Source: an optimization exercise on an open RTL-to-GDS flow (aim: small area and a short achievable clock period). Production flows keep margins and buffers that such runs may drop.
Where RTL was checked, it was by simulation tests only, not by an equivalence proof against the original.

## before
==> flow/design.v <==
module pfx_add #(parameter W = 25, parameter L = 5) (
    input  [W-1:0] a,
    input  [W-1:0] b,
    input          cin,
    output [W-1:0] s,
    output         cout
);
    wire [W:0] g [0:L];
    wire [W:0] p [0:L];
    assign g[0] = {a & b, cin};
    assign p[0] = {a ^ b, 1'b0};
    genvar l, i;
    generate
        for (l = 0; l < L; l = l + 1) begin : lvl
            for (i = 0; i <= W; i = i + 1) begin : bt
                if ((i >> l) & 1) begin : comb
                    localparam integer J = ((i >> l) << l) - 1;
                    assign g[l+1][i] = g[l][i] | (p[l][i] & g[l][J]);
                    assign p[l+1][i] = p[l][i] & p[l][J];
                end else begin : pass
                    assign g[l+1][i] = g[l][i];
                    assign p[l+1][i] = p[l][i];
                end
            end
        end
    endgenerate
    assign s    = p[0][W:1] ^ g[L][W-1:0];
    assign cout = g[L][W];
endmodule
module FLP_adder(
    input  [31:0] A,
    input  [31:0] B,
    output [31:0] sum
);
    wire        gt   = A[30:23] > B[30:23];
    wire [7:0]  d    = gt ? A[30:23] - B[30:23] : B[30:23] - A[30:23];
    wire [23:0] big  = gt ? {1'b1, A[22:0]} : {1'b1, B[22:0]};
    wire [23:0] sml  = gt ? {1'b1, B[22:0]} : {1'b1, A[22:0]};
    wire        sbig = gt ? A[31] : B[31];
    wire        sub  = A[31] ^ B[31];
    wire [7:0]  ec   = gt ? A[30:23] : B[30:23];
    wire [23:0] shd  = (d > 8'd23) ? 24'd0 : (sml >> d[4:0]);
    wire [24:0] X    = {1'b0, big} + ({1'b0, shd} ^ {25{sub}}) + {24'd0, sub};
    wire        nz   = |X[23:0];
    wire        sgn  = sbig ? (sub ? (~X[24] & nz) : ~(X[24] & nz)) : X[24];
    wire [23:0] C    = X[24] ? (24'd0 - X[23:0]) : X[23:0];
    wire [22:0] M    = C[23] ? C[22:0] : {C[21:0], 1'b0};
    wire [7:0]  e    = C[23] ? ec : ec - 8'd1;
    assign sum = {sgn, e, M};
endmodule
module FLP_adder_7(
    input  [31:0] A,
    input  [31:0] B,
    input         rst,
    input         clk,
    output [31:0] sum
);
    reg [31:0] a1, b1;
    reg        ge1;
    always @(posedge clk) begin
        a1  <= A;
        b1  <= B;
        ge1 <= A[30:23] >= B[30:23];
    end
    wire [7:0] ebig = ge1 ? a1[30:23] : b1[30:23];
    wire [7:0] dab  = a1[30:23] - b1[30:23];
    wire [7:0] dba  = b1[30:23] - a1[30:23];
    wire [7:0] d    = ge1 ? dab : dba;
    reg [22:0] big2, sml2;
    reg [7:0]  d2;
    reg        sbig2, sub2;
    reg [7:0]  ec2;
    always @(posedge clk) begin
        big2  <= ge1 ? a1[22:0] : b1[22:0];
        sml2  <= ge1 ? b1[22:0] : a1[22:0];
        d2    <= d;
        sbig2 <= ge1 ? a1[31] : b1[31];
        sub2  <= a1[31] ^ b1[31];
        ec2   <= ebig;
    end
    wire        z2  = (|d2[7:5]) | (d2[4] & d2[3]);
    wire [23:0] shd = z2 ? 24'd0 : ({1'b1, sml2} >> d2[4:0]);
    reg [22:0] big3;
    reg [23:0] shx3;
    reg        sbig3, sub3;
    reg [7:0]  ec3;
    always @(posedge clk) begin
        big3  <= big2;
        shx3  <= shd ^ {24{sub2}};
        sbig3 <= sbig2;
        sub3  <= sub2;
        ec3   <= ec2;
    end
    wire [24:0] X;
    pfx_add #(25) add (.a({2'b01, big3}), .b({sub3, shx3}), .cin(sub3), .s(X), .cout());
    reg [24:0] X4;
    reg        sbig4, sub4;
    reg [7:0]  ec4;
    always @(posedge clk) begin
        X4    <= X;
        sbig4 <= sbig3;
        sub4  <= sub3;
        ec4   <= ec3;
    end
    wire [23:0] lo;       
    assign lo[0] = 1'b0;
    genvar i;
    generate
        for (i = 1; i < 24; i = i + 1) begin : orl
            assign lo[i] = |X4[i-1:0];
        end
    endgenerate
    wire        nz  = lo[23] | X4[23];
    wire        sgn = sbig4 ? (sub4 ? (~X4[24] & nz) : ~(X4[24] & nz)) : X4[24];
    wire [23:0] C   = X4[23:0] ^ (lo & {24{X4[24]}});
    reg        sgn5;
    reg [23:0] C5;
    reg [7:0]  ec5;
    always @(posedge clk) begin
        sgn5 <= sgn;
        C5   <= C;
        ec5  <= ec4;
    end
    wire [22:0] M = C5[23] ? C5[22:0] : {C5[21:0], 1'b0};
    wire [7:0]  e = C5[23] ? ec5 : ec5 - 8'd1;
    reg [31:0] r6;
    always @(posedge clk) begin
        r6 <= {sgn5, e, M};
    end
    assign sum = r6;
endmodule
export LEC_CHECK = 0
export CAP_MARGIN = 20
export CORE_MARGIN = 2
export CORE_UTILIZATION = 40
export SETUP_SLACK_MARGIN = 3.0
export SLEW_MARGIN = 20
export TNS_END_PERCENT = 10
create_clock -name core_clock -period 5.0 [get_ports {clk}]
standard.sh (not shown) runs the stock make flow with config.mk's settings and CLKGATE_MAP_FILE= SYNTH_SCRIPT=/design/flow/synth_recipe.tcl, a recipe that flattens the netlist after the stock synthesis.
==> flow/flow/run.sh <==
#!/bin/bash
# Standard ORFS layout with smaller input-port buffers and a clock tree
# without dummy loads. Each tool's output goes to its own log under
# orfs/logs; make's output goes to make.log.
set -euo pipefail
here=$(pwd)
bash standard.sh \
  POST_GLOBAL_PLACE_TCL="$here/flow/inbuf.tcl" \
  CTS_ARGS="-sink_clustering_enable -repair_clock_nets -dont_use_dummy_load -sink_clustering_size 24 -sink_clustering_max_diameter 100" \
  finish > make.log 2>&1
==> flow/flow/inbuf.tcl <==
# After global placement: drive each input port through the smallest
# buffer, and each output port through a buf_2.
foreach inst [get_cells input*] {
  replace_cell $inst sky130_fd_sc_hd__buf_1
}
foreach inst [get_cells output*] {
  replace_cell $inst sky130_fd_sc_hd__buf_2
}
Setup changes, before to after
diff --git a/flow/design.v b/flow/design.v
--- a/flow/design.v
+++ b/flow/design.v
@@ -27,4 +27,30 @@
     assign s    = p[0][W:1] ^ g[L][W-1:0];
     assign cout = g[L][W];
+endmodule
+module pfx_gp #(parameter W = 25, parameter L = 5) (
+    input  [W-1:0] g,
+    input  [W-1:0] p,
+    output [W-1:0] s
+);
+    wire [W-1:0] gg [0:L];
+    wire [W-1:0] pp [0:L];
+    assign gg[0] = g;
+    assign pp[0] = p;
+    genvar l, i;
+    generate
+        for (l = 0; l < L; l = l + 1) begin : lvl
+            for (i = 0; i < W; i = i + 1) begin : bt
+                if ((i >> l) & 1) begin : comb
+                    localparam integer J = ((i >> l) << l) - 1;
+                    assign gg[l+1][i] = gg[l][i] | (pp[l][i] & gg[l][J]);
+                    assign pp[l+1][i] = pp[l][i] & pp[l][J];
+                end else begin : pass
+                    assign gg[l+1][i] = gg[l][i];
+                    assign pp[l+1][i] = pp[l][i];
+                end
+            end
+        end
+    endgenerate
+    assign s = p ^ {gg[L][W-2:0], 1'b0};
 endmodule
 module FLP_adder(
@@ -81,26 +107,27 @@
     wire        z2  = (|d2[7:5]) | (d2[4] & d2[3]);
     wire [23:0] shd = z2 ? 24'd0 : ({1'b1, sml2} >> d2[4:0]);
-    reg [22:0] big3;
-    reg [23:0] shx3;
-    reg        sbig3, sub3;
-    reg [7:0]  ec3;
+    wire [23:0] ax = {~sub2, big2 ^ {23{sub2}}};
+    reg  [23:0] g3, p3;
+    reg         sbig3, sub3;
+    reg  [7:0]  ec3;
     always @(posedge clk) begin
-        big3  <= big2;
-        shx3  <= shd ^ {24{sub2}};
+        g3    <= ax & shd;
+        p3    <= ax ^ shd;
         sbig3 <= sbig2;
         sub3  <= sub2;
         ec3   <= ec2;
     end
-    wire [24:0] X;
-    pfx_add #(25) add (.a({2'b01, big3}), .b({sub3, shx3}), .cin(sub3), .s(X), .cout());
-    reg [24:0] X4;
+    wire [24:0] Y;
+    pfx_gp #(25) add (.g({1'b0, g3}), .p({sub3, p3}), .s(Y));
+    reg [24:0] Y4;
     reg        sbig4, sub4;
     reg [7:0]  ec4;
     always @(posedge clk) begin
-        X4    <= X;
+        Y4    <= Y;
         sbig4 <= sbig3;
         sub4  <= sub3;
         ec4   <= ec3;
     end
+    wire [24:0] X4 = Y4 ^ {25{sub4}};
     wire [23:0] lo;       
     assign lo[0] = 1'b0;
[summary]
In the reports for before and after, the smaller area after synthesis belongs to before.
Between before and after, width of the die is lower for before, after comes in above that.
Relative to before, the slew at the pin closest to its max-slew limit of after is higher by 350 ps.
Against before, after comes in about 7% higher on post-route standard cell area excluding fillers.
| detailed-route wire length | after vs before | 5.9% higher |
Diff before and after: final core utilization lower in before
Diff before and after: synthesized cell count higher in after
Cmp before and after / layout overhead on the synthesized area / lower: before
Re arrival time at the worst endpoint: after is 160 ps down on before.
Only the layout flow was run in after; the RTL was not checked for function there.

==> afterwards: timing with drivers on the ports <==
Ports are ideal in the flow. The routed layouts listed here were re-timed in OpenROAD.
Step 1 assumes that a clkbuf_16 drives the clock port and a buf_2 every other input.
Step 2 adds t to the input delays and takes it off the output delays; t is the mean of the earliest and latest rising clock arrival at the registers after step 1. Input paths then give back, and output paths get back, about the clock's delay inside the block.
Three values: ideal, step 1, step 2; two values: the first two.
run | t (ns) | slack for setup (ns) | worst slew at a driven data input, ns
before | 0.521 | 2.690 / 2.690 / 2.525 | 0.03
after | 0.526 | 2.813 / 2.813 / 2.490 | 0.03
After both steps every run listed still meets setup and hold. For after, which loses most, drivers alone change the setup slack by 0.000 ns; drivers and shift together by -0.323 ns.
